Context: an optimization exercise on an open-source flow, tuned for small area. The choices shown serve that exercise and are no tape-out recipe. The RTL was checked by simulation tests, not by an equivalence proof against the original design. Power figures rest on the tool's default switching activity, not on a simulated workload.

## v6
==> flow/design.v (excerpt) <==
module danmaku_engine(
    input wire clk,
    input wire rst,
    input wire tick,
    input wire key_valid,
    input wire [7:0] key_code,
    input wire [2:0] rnd,
    input wire [3:0] rd_sel,
    output wire [1:0] game_state,
    output wire [8:0] bird_y,
    output wire [2:0] bird_state,
    output wire [1:0] bird_anim,
    output wire [31:0] score_bcd,
    output reg [22:0] rd_data
    );
    localparam
        GAME_INITIAL = 2'd0,
        GAME_PLAYING = 2'd1,
        GAME_OVER    = 2'd2;
    localparam TW = 29;    
    localparam BW = 26;    
    reg [2:0] step;        
    reg fresh;             
    reg [2:0] ph6, ph7;    
    wire t_pass = tick | (step <= 3'd5);
    wire b_pass = tick | (step != 3'd7);
    wire upd    = ~tick & (step == 3'd6);
    wire sweep  = ~tick & (step == 3'd7);
    wire clear  = rst | (fresh & ~tick);
    always @ (posedge clk) begin
        if (rst) begin
            step <= 3'd7;
            fresh <= 1'b1;
            ph6 <= 3'd0;
            ph7 <= 3'd0;
        end
        else begin
            if (tick) begin
                step <= 3'd1;
                fresh <= 1'b0;
            end
            else if (step != 3'd7)
                step <= step + 3'd1;
            ph6 <= (ph6 == 3'd5) ? 3'd0 : ph6 + 3'd1;
            ph7 <= (ph7 == 3'd6) ? 3'd0 : ph7 + 3'd1;
        end
    end
    reg [2:0] rnd_q;
    reg key_q, up_q, down_q, esc_q;
    wire [2:0] rnd_f = tick ? rnd : rnd_q;
    always @ (posedge clk) begin
        rnd_q <= rnd_f;
        if (tick) begin
            key_q  <= key_valid;
            up_q   <= key_valid && (key_code == 8'h75);
            down_q <= key_valid && (key_code == 8'h72);
            esc_q  <= key_valid && (key_code == 8'h76);
        end
    end
    reg game_over;
    game_state game_state_handler (
        .clk(clk),
        .reset(rst),
        .upd(upd),
        .start_game(key_q),
        .game_over(game_over),
  ...
Size: ~2700 cells after synthesis, about 460 flip-flops, roughly 90 I/O pins, roughly 22000 sq um of cells after synthesis.
export LEC_CHECK = 0
export ABC_AREA = 1
export CAP_MARGIN = 20
export CORE_MARGIN = 2
export CORE_UTILIZATION = 40
export PLACE_DENSITY = 0.6
export SLEW_MARGIN = 20
create_clock -name core_clock -period 60.0 [get_ports {clk}]
standard.sh (not shown) runs the stock make flow with config.mk's settings and CLKGATE_MAP_FILE= SYNTH_SCRIPT=/design/flow/synth_recipe.tcl, a recipe that flattens the netlist after the stock synthesis.
==> flow/flow/run.sh <==
#!/bin/bash
# Standard ORFS layout, with smaller port buffers and a clock tree of
# clkbuf_8 cells without dummy loads. Each tool's output is kept in
# standard.log (make and ORFS) and ORFS's own logs under orfs/logs.
set -euo pipefail
export BUFFER_PORTS_ARGS="-buffer_cell sky130_fd_sc_hd__buf_1"
export CTS_ARGS="-sink_clustering_enable -repair_clock_nets -dont_use_dummy_load -buf_list sky130_fd_sc_hd__clkbuf_8 -root_buf sky130_fd_sc_hd__clkbuf_8 -sink_clustering_size 16 -sink_clustering_max_diameter 60"
bash standard.sh > standard.log 2>&1
v6 reached the end of the flow, and the finished layout is clean on the timing, design-rule and antenna checks.
What v5 does differently from v6 at the input level:
==> flow/run.sh (new file) <==
#!/bin/bash
# synth_recipe.tcl (not shown) runs the flow's synth.tcl, then flattens the netlist and writes it again
# the make line also repeats each setting of config.mk as NAME=value (left out here)
make -C /OpenROAD-flow-scripts/flow DESIGN_CONFIG=/design/flow/config.mk WORK_HOME=/design/flow/orfs CLKGATE_MAP_FILE= SYNTH_SCRIPT=/design/flow/synth_recipe.tcl finish
removed: flow/flow/run.sh
removed: flow/standard.sh
Findings:
Going from v6 to v5, area of all placed cells without fillers went up; first-pass GRT wire length went up; count of clock-buffer cells in the layout went up.
v5: all stages complete, timing, DRC and antenna checks passed
For v24, these inputs were changed with respect to v5:
==> flow/flow/run.sh (new file) <==
#!/bin/bash
# The standard ORFS layout (standard.sh) with three changes:
#  - synthesis maps the logic with an area-oriented ABC script
#    (flow/abc_area.script, used through ABC_AREA=1); everything else in
#    synthesis, and so every register, is as in the standard synthesis;
#  - ports are buffered with buf_1 cells;
#  - the clock tree is built from clkbuf_8 cells without dummy loads.
# make's output goes to standard.log; ORFS keeps each tool's log under
# orfs/logs.
set -euo pipefail
here=$(pwd)
rm -rf "$here/scripts_mod"
cp -r "$FLOW_HOME/scripts" "$here/scripts_mod"
cp "$here/flow/abc_area.script" "$here/scripts_mod/abc_area.script"
export SCRIPTS_DIR="$here/scripts_mod"
export BUFFER_PORTS_ARGS="-buffer_cell sky130_fd_sc_hd__buf_1"
export CTS_ARGS="-sink_clustering_enable -repair_clock_nets -dont_use_dummy_load -buf_list sky130_fd_sc_hd__clkbuf_8 -root_buf sky130_fd_sc_hd__clkbuf_8 -sink_clustering_size 16 -sink_clustering_max_diameter 60"
bash standard.sh > standard.log 2>&1
==> flow/flow/abc_area.script (new file) <==
strash
&get -n
&deepsyn -T 30
&dch -f
&nf -R 1000 -p -a
&put
topo
stime -c
==> flow/standard.sh (new file) <==
#!/bin/bash
# synth_recipe.tcl (not shown) runs the flow's synth.tcl, then flattens the netlist and writes it again
# the make line also repeats each setting of config.mk as NAME=value (left out here)
make -C /OpenROAD-flow-scripts/flow DESIGN_CONFIG=/design/flow/config.mk WORK_HOME=/design/flow/orfs CLKGATE_MAP_FILE= SYNTH_SCRIPT=/design/flow/synth_recipe.tcl "${@:-finish}"
removed: flow/run.sh
Results
v24 vs. v5: number of global-route vias before repair went down by 3215. Changes observed in v24 relative to v5: number of buffers inserted for hold repair after clock tree synthesis was more or less identical; number of CTS-inserted buffers went down by about 18%; clock tree buffer count of the final layout went down by 26. v5 → v24: clock share of power went down; pre-CTS setup slack went up.
Here is what was changed in the inputs of v38 compared with v24.
--- a/flow/flow/run.sh
+++ b/flow/flow/run.sh
@@ -5,0 +6 @@
+#  - adders are left to ABC (no ADDER_MAP_FILE half/full-adder cells);
@@ -15,0 +17 @@
+export ADDER_MAP_FILE=""
[summary]
The final layout from v38, which completed every stage, passed the timing, design-rule and antenna checks at the end of the flow. Compared with v24, v38 shows a internal power summed over all cells that is 3.3% lower. Looking only at time the worst path needs with I/O delays and setup, and setting everything else aside, the lower value of v38 and v24 goes to v38. On via count, v24 loses to v38. Looking at leading cell category by total area, the registers result is from v38; the multi-input combinational cells one comes from v24.

==> what the ideal ports hide <==
Ports are ideal in the flow. The routed layouts listed here were re-timed in OpenROAD.
Step 1: set_driving_cell puts a clkbuf_16 on clk and a buf_2 on each other input, an assumption about the parent block.
Step 2 adds t to the input delays and takes it off the output delays; t is the mean of the earliest and latest rising clock arrival at the registers after step 1. Input paths then give back, and output paths get back, about the clock's delay inside the block.
Slacks: ideal / step 1 / step 2; pairs: ideal / step 1.
run | t, ns | slack for setup (ns) | worst register clock-pin slew, ns | worst data-port slew with drivers (ns) | cell pins on the clock port's net
v6 | 0.670 | 29.045 / 28.988 / 28.988 | 0.11 / 0.11 | 0.07 | 1
v5 | 0.653 | 28.393 / 28.343 / 28.343 | 0.07 / 0.07 | 0.09 | 1
v24 | 0.657 | 29.234 / 29.149 / 29.149 | 0.10 / 0.10 | 0.08 | 1
v38 | 0.647 | 31.524 / 31.471 / 31.471 | 0.10 / 0.10 | 0.07 | 1
After both steps setup and hold are still met in every run listed. For v24, which loses most, drivers alone change the setup slack by -0.085 ns; drivers and shift together by -0.085 ns.
